Source: an optimization exercise on an open RTL-to-GDS flow (aim: a short achievable clock period and few clock cycles). Production flows keep margins and buffers that such runs may drop.
The RTL was checked by simulation tests, not by an equivalence proof against the original design.
Power is estimated from default activity; no workload was simulated.

==> run M <==
// CPU
module CPU(
    input reset, clk,
    output [31:0] imem_addr,
    input [31:0] imem_data,
    output [31:0] dmem_addr,
    output [31:0] dmem_wdata,
    output dmem_we, dmem_re,
    input [31:0] dmem_rdata
);
clock: 11.0 ns
lec_check: 0
cap_margin: 40
core_margin: 2
core_utilization: 25
gpl_routability_driven: 1
gpl_timing_driven: 1
place_density: 0.45
slew_margin: 40
synth_hierarchical: 1
standard.sh (not shown) runs the stock make flow with config.mk's settings and CLKGATE_MAP_FILE= SYNTH_SCRIPT=/design/flow/synth_recipe.tcl, a recipe that flattens the netlist after the stock synthesis.
==> flow/flow/run.sh <==
#!/bin/bash
set -euo pipefail
cd "$(dirname "$0")/.."
bash standard.sh SETUP_SLACK_MARGIN=${FLOW_MARGIN:-8} finish > flow_standard.log 2>&1
==> inputs of run H, as changes to run M <==
--- a/flow/design.v
+++ b/flow/design.v
@@ -10,43 +10,38 @@
 reg [31:0] PC;
 reg [31:0] ras;                  
 reg        D_valid, D_pred;
 reg [31:0] D_inst, D_pc4, D_ras;
 reg [31:0] D_rsoh, D_rtoh;       
 reg        D_rsW, D_rtW;         
-reg        D_rsM;                
-reg        D_rsL;                
 reg [4:0]  E_rd;
 reg        E_load, E_store, E_br, E_brv, E_jr, E_slow;
 reg [31:0] E_a, E_b, E_sd, E_pc4, E_brtgt, E_alt, E_ras;
 reg [4:0]  E_sh;
 reg        E_pred, E_neg, E_nz, E_x, E_jp;
 reg        E_fAM, E_fAW, E_fAE, E_fBM, E_fBW, E_fBE, E_fSM, E_fSW, E_fSE, E_sdL;
-reg        E_xAM, E_xAW, E_xAE, E_xBM, E_xBW, E_xBE;    
 reg        E_sub, E_add, E_and, E_or, E_xor, E_nor, E_slt, E_sll, E_srl, E_sra, E_lnk;
 reg [4:0]  M_rd;
 reg        M_load, M_store, M_slow;
-reg [31:0] M_res, M_sd, M_alt;
-reg        M_mis;             
+reg [31:0] M_res, M_sd, M_pc4, M_brtgt;
+reg        M_le, M_neg, M_pred, M_nz;
 reg [4:0]  W_rd;
 reg [31:0] W_val;
 reg [31:0] rf [1:31];
-wire stall, e_red, m_red, id_red;
-wire [31:0] id_tgt;
+wire stall, e_red, m_red;
 wire [31:0] e_tgt, m_tgt;
 wire [31:0] pc4 = {PC[31], PC[30:0] + 31'd4};
 wire [31:0] inst = imem_data;
 wire [5:0]  f_op = inst[31:26];
-wire f_low   = ~f_op[5] & ~f_op[3];
-wire f_rtype = f_low & ~f_op[2] & ~f_op[1];
-wire f_j     = f_low & ~f_op[2] & f_op[1];
-wire f_br    = f_low & f_op[2];
+wire f_rtype = (f_op == 6'h00);
+wire f_j   = (f_op == 6'h02) | (f_op == 6'h03);
+wire f_br  = (f_op[5:2] == 4'b0001);
 wire f_small = (inst[15:6] == 10'h000) | (inst[15:6] == 10'h3FF);
 wire f_bt  = f_br & (f_op[0] | inst[15]) & f_small;
-wire f_jr  = f_rtype & ~inst[5] & inst[3] & ~inst[0];
-wire f_call = (f_j & f_op[0]) | (f_rtype & ~inst[5] & inst[3] & inst[0]);
+wire f_jr  = f_rtype & (inst[5:0] == 6'h08) & (inst[25:21] == 5'd31);
+wire f_call = (f_op == 6'h03) | (f_rtype & (inst[5:0] == 6'h09));
 wire f_pred = f_j | f_bt | f_jr;
 wire [6:0] f_lo;
 wire       f_c;
 KSAdd #(.N(7), .L(3)) if_add(.a(PC[8:2]), .b(inst[6:0]), .ci(1'b1), .s(f_lo), .co(f_c));
 wire [22:0] f_hi   = PC[31:9];
 wire [22:0] f_hip1 = PC[31:9] + 23'd1;
@@ -57,30 +52,26 @@
                .h0({f_hi[22] ^ f_wrap, f_hi[21:0]}),
                .hp({f_hip1[22] ^ f_wrap, f_hip1[21:0]}),
                .hm({f_him1[22] ^ f_wrap, f_him1[21:0]}),
                .h(f_hisel));
 wire [31:0] f_brtgt = {f_hisel, f_lo, 2'b00};
 wire [31:0] pc_next;
-wire [31:0] pc_rest;
-Mux2 #(.N(32)) pc_emux(.s(e_red), .a(pc_rest), .b(e_tgt), .y(pc_next));
-wire x_red = m_red | id_red;
-wire [31:0] x_tgt = m_red ? m_tgt : id_tgt;
-PcNext pc_mux(.m_red(x_red), .m_tgt(x_tgt),
+PcNext pc_mux(.e_red(e_red), .e_tgt(e_tgt), .m_red(m_red), .m_tgt(m_tgt),
               .stall(stall), .pc(PC), .f_j(f_j), .f_bt(f_bt), .f_jr(f_jr),
               .jtgt({pc4[31:28], inst[25:0], 2'b00}), .brtgt(f_brtgt), .ras(ras),
-              .pc4(pc4), .next(pc_rest));
+              .pc4(pc4), .next(pc_next));
 assign imem_addr = PC;
 always @(negedge reset or posedge clk) begin
     if (~reset) begin
         PC <= 32'h80000000;
         ras <= 32'b0;
         D_valid <= 1'b0;
     end else begin
         PC <= pc_next;
         if (~stall & f_call) ras <= pc4;
-        if (e_red | m_red | id_red) D_valid <= 1'b0;
+        if (e_red | m_red) D_valid <= 1'b0;
         else if (~stall) D_valid <= 1'b1;
     end
 end
 wire [4:0] n_rs = stall ? D_inst[25:21] : inst[25:21];
 wire [4:0] n_rt = stall ? D_inst[20:16] : inst[20:16];
 wire [31:0] f_rsoh = 32'b1 << inst[25:21];
@@ -92,14 +83,12 @@
         D_ras <= ras;
         D_pred <= f_pred;
         D_rsoh <= {f_rsoh[31:1], 1'b0};
         D_rtoh <= {f_rtoh[31:1], 1'b0};
     end
     D_rsW <= (M_rd != 5'd0) & (M_rd == n_rs);
-    D_rsM <= (E_rd != 5'd0) & ~E_load & (E_rd == n_rs);
-    D_rsL <= (E_rd != 5'd0) & E_load & (E_rd == n_rs);
     D_rtW <= (M_rd != 5'd0) & (M_rd == n_rt);
 end
 wire [5:0] op = D_inst[31:26];
 wire [5:0] fn = D_inst[5:0];
 wire [4:0] rs = D_inst[25:21];
 wire [4:0] rt = D_inst[20:16];
@@ -151,46 +140,23 @@
 end
 wire [31:0] rs_rf = D_rsW ? W_val : rf_a;
 wire [31:0] rt_rf = D_rtW ? W_val : rf_b;
 wire [31:0] d_brtgt = D_pc4 + {{14{imm[15]}}, imm, 2'b00};
 wire use_rs = ~(i_j | i_jal | i_shift);
 wire use_rt = rtype | i_br;
-wire f_shift = f_rtype & ~inst[5] & ~inst[3];
-wire f_use_rs = ~(f_j | f_shift);
-wire f_use_rt = f_rtype | f_br;
-wire d_slow = (i_blez | i_bgtz) & (rt != 5'd0);
-wire stall_next = ~stall & ~e_red & ~m_red & D_valid &
-                  ((i_lw & (d_rd != 5'd0) &
-                    ((f_use_rs & (inst[25:21] == d_rd)) | (f_use_rt & (inst[20:16] == d_rd)))) |
-                   d_slow);
-reg stall_r;
-always @(negedge reset or posedge clk) begin
-    if (~reset) stall_r <= 1'b0;
-    else stall_r <= stall_next;
-end
-assign stall = stall_r;
+assign stall = D_valid & ((E_load & (E_rd != 5'd0) &
+                           ((use_rs & (rs == E_rd)) | (use_rt & (rt == E_rd)))) | E_slow);
 wire b_reg = ~i_imm & ~i_link;
 wire fAM = use_rs & (rs != 5'd0) & (E_rd == rs);
 wire fAW = use_rs & (rs != 5'd0) & (M_rd == rs) & ~fAM;
 wire fBM = b_reg & (rt != 5'd0) & (E_rd == rt);
 wire fBW = b_reg & (rt != 5'd0) & (M_rd == rt) & ~fBM;
 wire fSE = i_sw & (rt != 5'd0) & (E_rd == rt);
 wire fSM = fSE & ~E_load;
 wire fSL = fSE & E_load;
 wire fSW = i_sw & (rt != 5'd0) & (M_rd == rt) & ~fSE;
-wire d_arith = d_add | d_sub | d_slt | i_br;
-wire id_rsE = (rs != 5'd0) & (E_rd == rs);
-wire id_known = D_valid & ~stall & ~id_rsE & ~D_rsL & ((rs == 5'd0) | D_rsM | D_rsW);
-wire [31:0] id_rsv = (rs == 5'd0) ? 32'b0 : D_rsM ? M_res : W_val;
-wire id_zero = (rs == 5'd0) | (D_rsM ? (M_res == 32'b0) : (W_val == 32'b0));
-wire id_taken = id_zero ^ (i_bne | i_bgtz);
-wire id_red_b = id_known & i_br & (rt == 5'd0) & (id_taken ^ D_pred) & (imm != 16'd0);
-wire id_red_j = id_known & (i_jr | i_jalr) & ~(D_pred & (id_rsv == D_ras));
-assign id_red = id_red_b | id_red_j;
-assign id_tgt = (i_jr | i_jalr) ? id_rsv : id_taken ? d_brtgt : D_pc4;
-wire d_pred2 = D_pred ^ id_red_b;
 wire e_bubble = stall | e_red | m_red;
 always @(negedge reset or posedge clk) begin
     if (~reset) begin
         E_rd <= 5'b0;
         E_load <= 1'b0; E_store <= 1'b0;
         E_br <= 1'b0; E_brv <= 1'b0; E_jr <= 1'b0; E_slow <= 1'b0;
@@ -211,40 +177,37 @@
     E_a <= use_rs ? rs_rf : 32'b0;
     E_b <= i_link ? D_pc4 : i_imm ? immv : rt_rf;
     E_sd <= rt_rf;
     E_sh <= D_inst[10:6];
     E_pc4 <= D_pc4;
     E_brtgt <= d_brtgt;
-    E_alt <= d_pred2 ? D_pc4 : d_brtgt;
-    E_x <= d_pred2 ^ (i_bne | i_bgtz);
-    E_jp <= D_pred | id_red_j;
-    E_ras <= id_red_j ? id_rsv : D_ras;
-    E_pred <= d_pred2;
+    E_alt <= D_pred ? D_pc4 : d_brtgt;
+    E_x <= D_pred ^ (i_bne | i_bgtz);
+    E_jp <= D_pred;
+    E_ras <= D_ras;
+    E_pred <= D_pred;
     E_neg <= i_bne | i_bgtz;
     E_nz <= (imm != 16'd0);
     E_fAM <= fAM; E_fAW <= fAW; E_fBM <= fBM; E_fBW <= fBW;
     E_fSM <= fSM; E_fSW <= fSW; E_sdL <= fSL;
     E_fAE <= ~fAM & ~fAW; E_fBE <= ~fBM & ~fBW; E_fSE <= ~fSM & ~fSW;
-    E_xAM <= fAM & d_arith; E_xAW <= fAW & d_arith; E_xAE <= ~fAM & ~fAW & d_arith;
-    E_xBM <= fBM & d_arith; E_xBW <= fBW & d_arith; E_xBE <= ~fBM & ~fBW & d_arith;
     E_sub <= d_sub | d_slt | i_br;
     E_add <= d_add | d_sub;
     E_and <= d_and; E_or <= d_or; E_xor <= d_xor; E_nor <= d_nor;
     E_slt <= d_slt;
     E_sll <= i_sll; E_srl <= i_srl; E_sra <= i_sra;
     E_lnk <= i_link;
 end
 wire [31:0] A  = ({32{E_fAM}} & M_res) | ({32{E_fAW}} & W_val) | ({32{E_fAE}} & E_a);
 wire [31:0] B  = ({32{E_fBM}} & M_res) | ({32{E_fBW}} & W_val) | ({32{E_fBE}} & E_b);
-wire [31:0] Ax = ({32{E_xAM}} & M_res) | ({32{E_xAW}} & W_val) | ({32{E_xAE}} & E_a);
-wire [31:0] Bx = ({32{E_xBM}} & (M_res ^ {32{E_sub}})) | ({32{E_xBW}} & (W_val ^ {32{E_sub}})) |
-                 ({32{E_xBE}} & (E_b ^ {32{E_sub}}));
+wire [31:0] Bx = ({32{E_fBM}} & (M_res ^ {32{E_sub}})) | ({32{E_fBW}} & (W_val ^ {32{E_sub}})) |
+                 ({32{E_fBE}} & (E_b ^ {32{E_sub}}));
 wire [31:0] SD = ({32{E_fSM}} & M_res) | ({32{E_fSW}} & W_val) | ({32{E_fSE}} & E_sd);
 wire [31:0] res;
 wire lt;
-ExAlu alu(.a(A), .b(B), .ax(Ax), .bx(Bx), .sh(E_sh), .sub(E_sub), .add(E_add), .land(E_and), .lor(E_or),
+ExAlu alu(.a(A), .b(B), .bx(Bx), .sh(E_sh), .sub(E_sub), .add(E_add), .land(E_and), .lor(E_or),
           .lxor(E_xor), .lnor(E_nor), .slt(E_slt), .sll(E_sll), .srl(E_srl), .sra(E_sra),
           .lnk(E_lnk), .link(E_b), .res(res), .lt(lt));
 wire eq_mw = (M_res == W_val);
 wire eq_me = (M_res == E_b);
 wire eq_em = (E_a == M_res);
 wire eq_we = (W_val == E_b);
@@ -270,21 +233,26 @@
         M_slow <= E_slow;
     end
 end
 always @(posedge clk) begin
     M_res <= res;
     M_sd <= E_sdL ? dmem_rdata : SD;
-    M_mis <= ((eq | lt) ^ E_x) & E_nz;
-    M_alt <= E_alt;
+    M_le <= eq | lt;
+    M_neg <= E_neg;
+    M_pred <= E_pred;
+    M_nz <= E_nz;
+    M_pc4 <= E_pc4;
+    M_brtgt <= E_brtgt;
 end
 assign dmem_addr = M_res;
 assign dmem_wdata = M_sd;
 assign dmem_we = M_store;
 assign dmem_re = M_load;
-assign m_red = M_slow & M_mis;
-assign m_tgt = M_alt;
+wire m_taken = M_le ^ M_neg;
+assign m_red = M_slow & (m_taken ^ M_pred) & M_nz;
+assign m_tgt = m_taken ? M_brtgt : M_pc4;
 always @(negedge reset or posedge clk) begin
     if (~reset) W_rd <= 5'b0;
     else W_rd <= M_rd;
 end
 always @(posedge clk) begin
     W_val <= M_load ? dmem_rdata : M_res;
@@ -332,22 +300,22 @@
 wire [N-1:0] T = lvl[L].tt;
 wire [N-1:0] c = G | (T & {N{ci}});
 assign s = p ^ {c[N-2:0], ci};
 assign co = c[N-1];
 endmodule
 module ExAlu(
-    input [31:0] a, b, ax, bx,
+    input [31:0] a, b, bx,
     input [4:0] sh,
     input sub, add, land, lor, lxor, lnor, slt, sll, srl, sra, lnk,
     input [31:0] link,
     output [31:0] res,
     output lt
 );
 wire [31:0] sum;
 wire co;
-KSAdd #(.N(32), .L(5)) add32(.a(ax), .b(bx), .ci(sub), .s(sum), .co(co));
+KSAdd #(.N(32), .L(5)) add32(.a(a), .b(bx), .ci(sub), .s(sum), .co(co));
 assign lt = ~co;
 wire signed [31:0] bs = b;
 wire [31:0] sra_r = bs >>> sh;
 wire [31:0] other = ({32{land}} & (a & b)) |
                     ({32{lor}}  & (a | b)) |
                     ({32{lxor}} & (a ^ b)) |
@@ -364,17 +332,18 @@
     input [22:0] h0, hp, hm,
     output [22:0] h
 );
 assign h = (c == sg) ? h0 : c ? hp : hm;
 endmodule
 module PcNext(
-    input m_red, stall, f_j, f_bt, f_jr,
-    input [31:0] m_tgt, pc, jtgt, brtgt, ras, pc4,
+    input e_red, m_red, stall, f_j, f_bt, f_jr,
+    input [31:0] e_tgt, m_tgt, pc, jtgt, brtgt, ras, pc4,
     output [31:0] next
 );
-assign next = m_red ? m_tgt :
+assign next = e_red ? e_tgt :
+              m_red ? m_tgt :
               stall ? pc :
               f_j ? jtgt :
               f_bt ? brtgt :
               f_jr ? ras : pc4;
 endmodule
 module Mux2 #(parameter N = 32) (
==> flow/flow/run.sh (replaced) <==
#!/bin/bash
set -euo pipefail
cd "$(dirname "$0")/.."
bash standard.sh SETUP_SLACK_MARGIN=${FLOW_MARGIN:-7} finish > flow_standard.log 2>&1
==> inputs of run Y, as changes to run M <==
--- a/flow/design.v
+++ b/flow/design.v
@@ -10,14 +10,12 @@
 reg [31:0] PC;
 reg [31:0] ras;                  
 reg        D_valid, D_pred;
 reg [31:0] D_inst, D_pc4, D_ras;
 reg [31:0] D_rsoh, D_rtoh;       
 reg        D_rsW, D_rtW;         
-reg        D_rsM;                
-reg        D_rsL;                
 reg [4:0]  E_rd;
 reg        E_load, E_store, E_br, E_brv, E_jr, E_slow;
 reg [31:0] E_a, E_b, E_sd, E_pc4, E_brtgt, E_alt, E_ras;
 reg [4:0]  E_sh;
 reg        E_pred, E_neg, E_nz, E_x, E_jp;
 reg        E_fAM, E_fAW, E_fAE, E_fBM, E_fBW, E_fBE, E_fSM, E_fSW, E_fSE, E_sdL;
@@ -27,26 +25,24 @@
 reg        M_load, M_store, M_slow;
 reg [31:0] M_res, M_sd, M_alt;
 reg        M_mis;             
 reg [4:0]  W_rd;
 reg [31:0] W_val;
 reg [31:0] rf [1:31];
-wire stall, e_red, m_red, id_red;
-wire [31:0] id_tgt;
+wire stall, e_red, m_red;
 wire [31:0] e_tgt, m_tgt;
 wire [31:0] pc4 = {PC[31], PC[30:0] + 31'd4};
 wire [31:0] inst = imem_data;
 wire [5:0]  f_op = inst[31:26];
-wire f_low   = ~f_op[5] & ~f_op[3];
-wire f_rtype = f_low & ~f_op[2] & ~f_op[1];
-wire f_j     = f_low & ~f_op[2] & f_op[1];
-wire f_br    = f_low & f_op[2];
+wire f_rtype = (f_op == 6'h00);
+wire f_j   = (f_op == 6'h02) | (f_op == 6'h03);
+wire f_br  = (f_op[5:2] == 4'b0001);
 wire f_small = (inst[15:6] == 10'h000) | (inst[15:6] == 10'h3FF);
 wire f_bt  = f_br & (f_op[0] | inst[15]) & f_small;
-wire f_jr  = f_rtype & ~inst[5] & inst[3] & ~inst[0];
-wire f_call = (f_j & f_op[0]) | (f_rtype & ~inst[5] & inst[3] & inst[0]);
+wire f_jr  = f_rtype & (inst[5:0] == 6'h08) & (inst[25:21] == 5'd31);
+wire f_call = (f_op == 6'h03) | (f_rtype & (inst[5:0] == 6'h09));
 wire f_pred = f_j | f_bt | f_jr;
 wire [6:0] f_lo;
 wire       f_c;
 KSAdd #(.N(7), .L(3)) if_add(.a(PC[8:2]), .b(inst[6:0]), .ci(1'b1), .s(f_lo), .co(f_c));
 wire [22:0] f_hi   = PC[31:9];
 wire [22:0] f_hip1 = PC[31:9] + 23'd1;
@@ -59,28 +55,26 @@
                .hm({f_him1[22] ^ f_wrap, f_him1[21:0]}),
                .h(f_hisel));
 wire [31:0] f_brtgt = {f_hisel, f_lo, 2'b00};
 wire [31:0] pc_next;
 wire [31:0] pc_rest;
 Mux2 #(.N(32)) pc_emux(.s(e_red), .a(pc_rest), .b(e_tgt), .y(pc_next));
-wire x_red = m_red | id_red;
-wire [31:0] x_tgt = m_red ? m_tgt : id_tgt;
-PcNext pc_mux(.m_red(x_red), .m_tgt(x_tgt),
+PcNext pc_mux(.m_red(m_red), .m_tgt(m_tgt),
               .stall(stall), .pc(PC), .f_j(f_j), .f_bt(f_bt), .f_jr(f_jr),
               .jtgt({pc4[31:28], inst[25:0], 2'b00}), .brtgt(f_brtgt), .ras(ras),
               .pc4(pc4), .next(pc_rest));
 assign imem_addr = PC;
 always @(negedge reset or posedge clk) begin
     if (~reset) begin
         PC <= 32'h80000000;
         ras <= 32'b0;
         D_valid <= 1'b0;
     end else begin
         PC <= pc_next;
         if (~stall & f_call) ras <= pc4;
-        if (e_red | m_red | id_red) D_valid <= 1'b0;
+        if (e_red | m_red) D_valid <= 1'b0;
         else if (~stall) D_valid <= 1'b1;
     end
 end
 wire [4:0] n_rs = stall ? D_inst[25:21] : inst[25:21];
 wire [4:0] n_rt = stall ? D_inst[20:16] : inst[20:16];
 wire [31:0] f_rsoh = 32'b1 << inst[25:21];
@@ -92,14 +86,12 @@
         D_ras <= ras;
         D_pred <= f_pred;
         D_rsoh <= {f_rsoh[31:1], 1'b0};
         D_rtoh <= {f_rtoh[31:1], 1'b0};
     end
     D_rsW <= (M_rd != 5'd0) & (M_rd == n_rs);
-    D_rsM <= (E_rd != 5'd0) & ~E_load & (E_rd == n_rs);
-    D_rsL <= (E_rd != 5'd0) & E_load & (E_rd == n_rs);
     D_rtW <= (M_rd != 5'd0) & (M_rd == n_rt);
 end
 wire [5:0] op = D_inst[31:26];
 wire [5:0] fn = D_inst[5:0];
 wire [4:0] rs = D_inst[25:21];
 wire [4:0] rt = D_inst[20:16];
@@ -151,13 +143,13 @@
 end
 wire [31:0] rs_rf = D_rsW ? W_val : rf_a;
 wire [31:0] rt_rf = D_rtW ? W_val : rf_b;
 wire [31:0] d_brtgt = D_pc4 + {{14{imm[15]}}, imm, 2'b00};
 wire use_rs = ~(i_j | i_jal | i_shift);
 wire use_rt = rtype | i_br;
-wire f_shift = f_rtype & ~inst[5] & ~inst[3];
+wire f_shift = f_rtype & ((inst[5:0] == 6'h00) | (inst[5:0] == 6'h02) | (inst[5:0] == 6'h03));
 wire f_use_rs = ~(f_j | f_shift);
 wire f_use_rt = f_rtype | f_br;
 wire d_slow = (i_blez | i_bgtz) & (rt != 5'd0);
 wire stall_next = ~stall & ~e_red & ~m_red & D_valid &
                   ((i_lw & (d_rd != 5'd0) &
                     ((f_use_rs & (inst[25:21] == d_rd)) | (f_use_rt & (inst[20:16] == d_rd)))) |
@@ -175,22 +167,12 @@
 wire fBW = b_reg & (rt != 5'd0) & (M_rd == rt) & ~fBM;
 wire fSE = i_sw & (rt != 5'd0) & (E_rd == rt);
 wire fSM = fSE & ~E_load;
 wire fSL = fSE & E_load;
 wire fSW = i_sw & (rt != 5'd0) & (M_rd == rt) & ~fSE;
 wire d_arith = d_add | d_sub | d_slt | i_br;
-wire id_rsE = (rs != 5'd0) & (E_rd == rs);
-wire id_known = D_valid & ~stall & ~id_rsE & ~D_rsL & ((rs == 5'd0) | D_rsM | D_rsW);
-wire [31:0] id_rsv = (rs == 5'd0) ? 32'b0 : D_rsM ? M_res : W_val;
-wire id_zero = (rs == 5'd0) | (D_rsM ? (M_res == 32'b0) : (W_val == 32'b0));
-wire id_taken = id_zero ^ (i_bne | i_bgtz);
-wire id_red_b = id_known & i_br & (rt == 5'd0) & (id_taken ^ D_pred) & (imm != 16'd0);
-wire id_red_j = id_known & (i_jr | i_jalr) & ~(D_pred & (id_rsv == D_ras));
-assign id_red = id_red_b | id_red_j;
-assign id_tgt = (i_jr | i_jalr) ? id_rsv : id_taken ? d_brtgt : D_pc4;
-wire d_pred2 = D_pred ^ id_red_b;
 wire e_bubble = stall | e_red | m_red;
 always @(negedge reset or posedge clk) begin
     if (~reset) begin
         E_rd <= 5'b0;
         E_load <= 1'b0; E_store <= 1'b0;
         E_br <= 1'b0; E_brv <= 1'b0; E_jr <= 1'b0; E_slow <= 1'b0;
@@ -211,17 +193,17 @@
     E_a <= use_rs ? rs_rf : 32'b0;
     E_b <= i_link ? D_pc4 : i_imm ? immv : rt_rf;
     E_sd <= rt_rf;
     E_sh <= D_inst[10:6];
     E_pc4 <= D_pc4;
     E_brtgt <= d_brtgt;
-    E_alt <= d_pred2 ? D_pc4 : d_brtgt;
-    E_x <= d_pred2 ^ (i_bne | i_bgtz);
-    E_jp <= D_pred | id_red_j;
-    E_ras <= id_red_j ? id_rsv : D_ras;
-    E_pred <= d_pred2;
+    E_alt <= D_pred ? D_pc4 : d_brtgt;
+    E_x <= D_pred ^ (i_bne | i_bgtz);
+    E_jp <= D_pred;
+    E_ras <= D_ras;
+    E_pred <= D_pred;
     E_neg <= i_bne | i_bgtz;
     E_nz <= (imm != 16'd0);
     E_fAM <= fAM; E_fAW <= fAW; E_fBM <= fBM; E_fBW <= fBW;
     E_fSM <= fSM; E_fSW <= fSW; E_sdL <= fSL;
     E_fAE <= ~fAM & ~fAW; E_fBE <= ~fBM & ~fBW; E_fSE <= ~fSM & ~fSW;
     E_xAM <= fAM & d_arith; E_xAW <= fAW & d_arith; E_xAE <= ~fAM & ~fAW & d_arith;
==> run summary <==
Outcome - timing/DRC/antenna clean
Via Count - 90,170
Reg-to-Reg End - PC[31]
Clock group total power - 0.00629 W
Fin crit period - 3.842 ns
Starting Density - 25.06%
That was run M.
==> run summary <==
Clock group total power - 0.00658 W
Worst path most repeated cell - nor4_1
Top reg by flops - rf
Starting Density - 25.13%
Commonest cells post-synth - dfrtp_1, nand2_1, o21ai_0
Reg-to-Reg End - PC[2]
Max-slew headroom - 32.06%
Fin crit period - 4.092 ns
Via Count - 82,620
Outcome - timing/DRC/antenna clean
Std-Cell Rows - 217
Crit path from - E_b[27]
That was run H.
==> run summary <==
Outcome - timing/DRC/antenna clean
Fin crit period - 3.910 ns
Reg-to-Reg End - PC[11]
Post-synthesis mux area share - 11.26%
Starting Density - 25.14%
Clock group total power - 0.00659 W
Later-pin clock latency in the skew report - 0.91 ns
That was run Y.
Testbench counts of run M, summed over its fixed seeds: cycles 23,455.
Testbench counts of run H, summed over its fixed seeds: cycles 23,949.
Testbench counts of run Y, summed over its fixed seeds: cycles 23,949.

separate check: timing with driven ports:
In the flow no input, the clock included, has a driving cell. The finished layouts below were timed again as built, in two steps.
Step 1: set_driving_cell puts a clkbuf_16 on clk and a buf_2 on each other input, an assumption about the parent block.
Step 2, shift: input delay + t, output delay - t, t = (earliest + latest rising clock arrival at the registers) / 2. This alone moves slack from input paths to output paths.
Three values: ideal, step 1, step 2; two values: the first two.
run	t (ns)	setup slack, ns	clock arrival spread, ns
run M	0.972	7.158 / 7.063 / 6.349	0.093 / 0.093
run H	0.984	6.908 / 6.900 / 6.150	0.089 / 0.089
run Y	0.967	7.090 / 7.113 / 6.184	0.082 / 0.083
After both steps setup and hold are still met in every run listed. The setup slack of run Y, which loses most, moves by +0.023 ns with the drivers and by -0.906 ns with both steps.
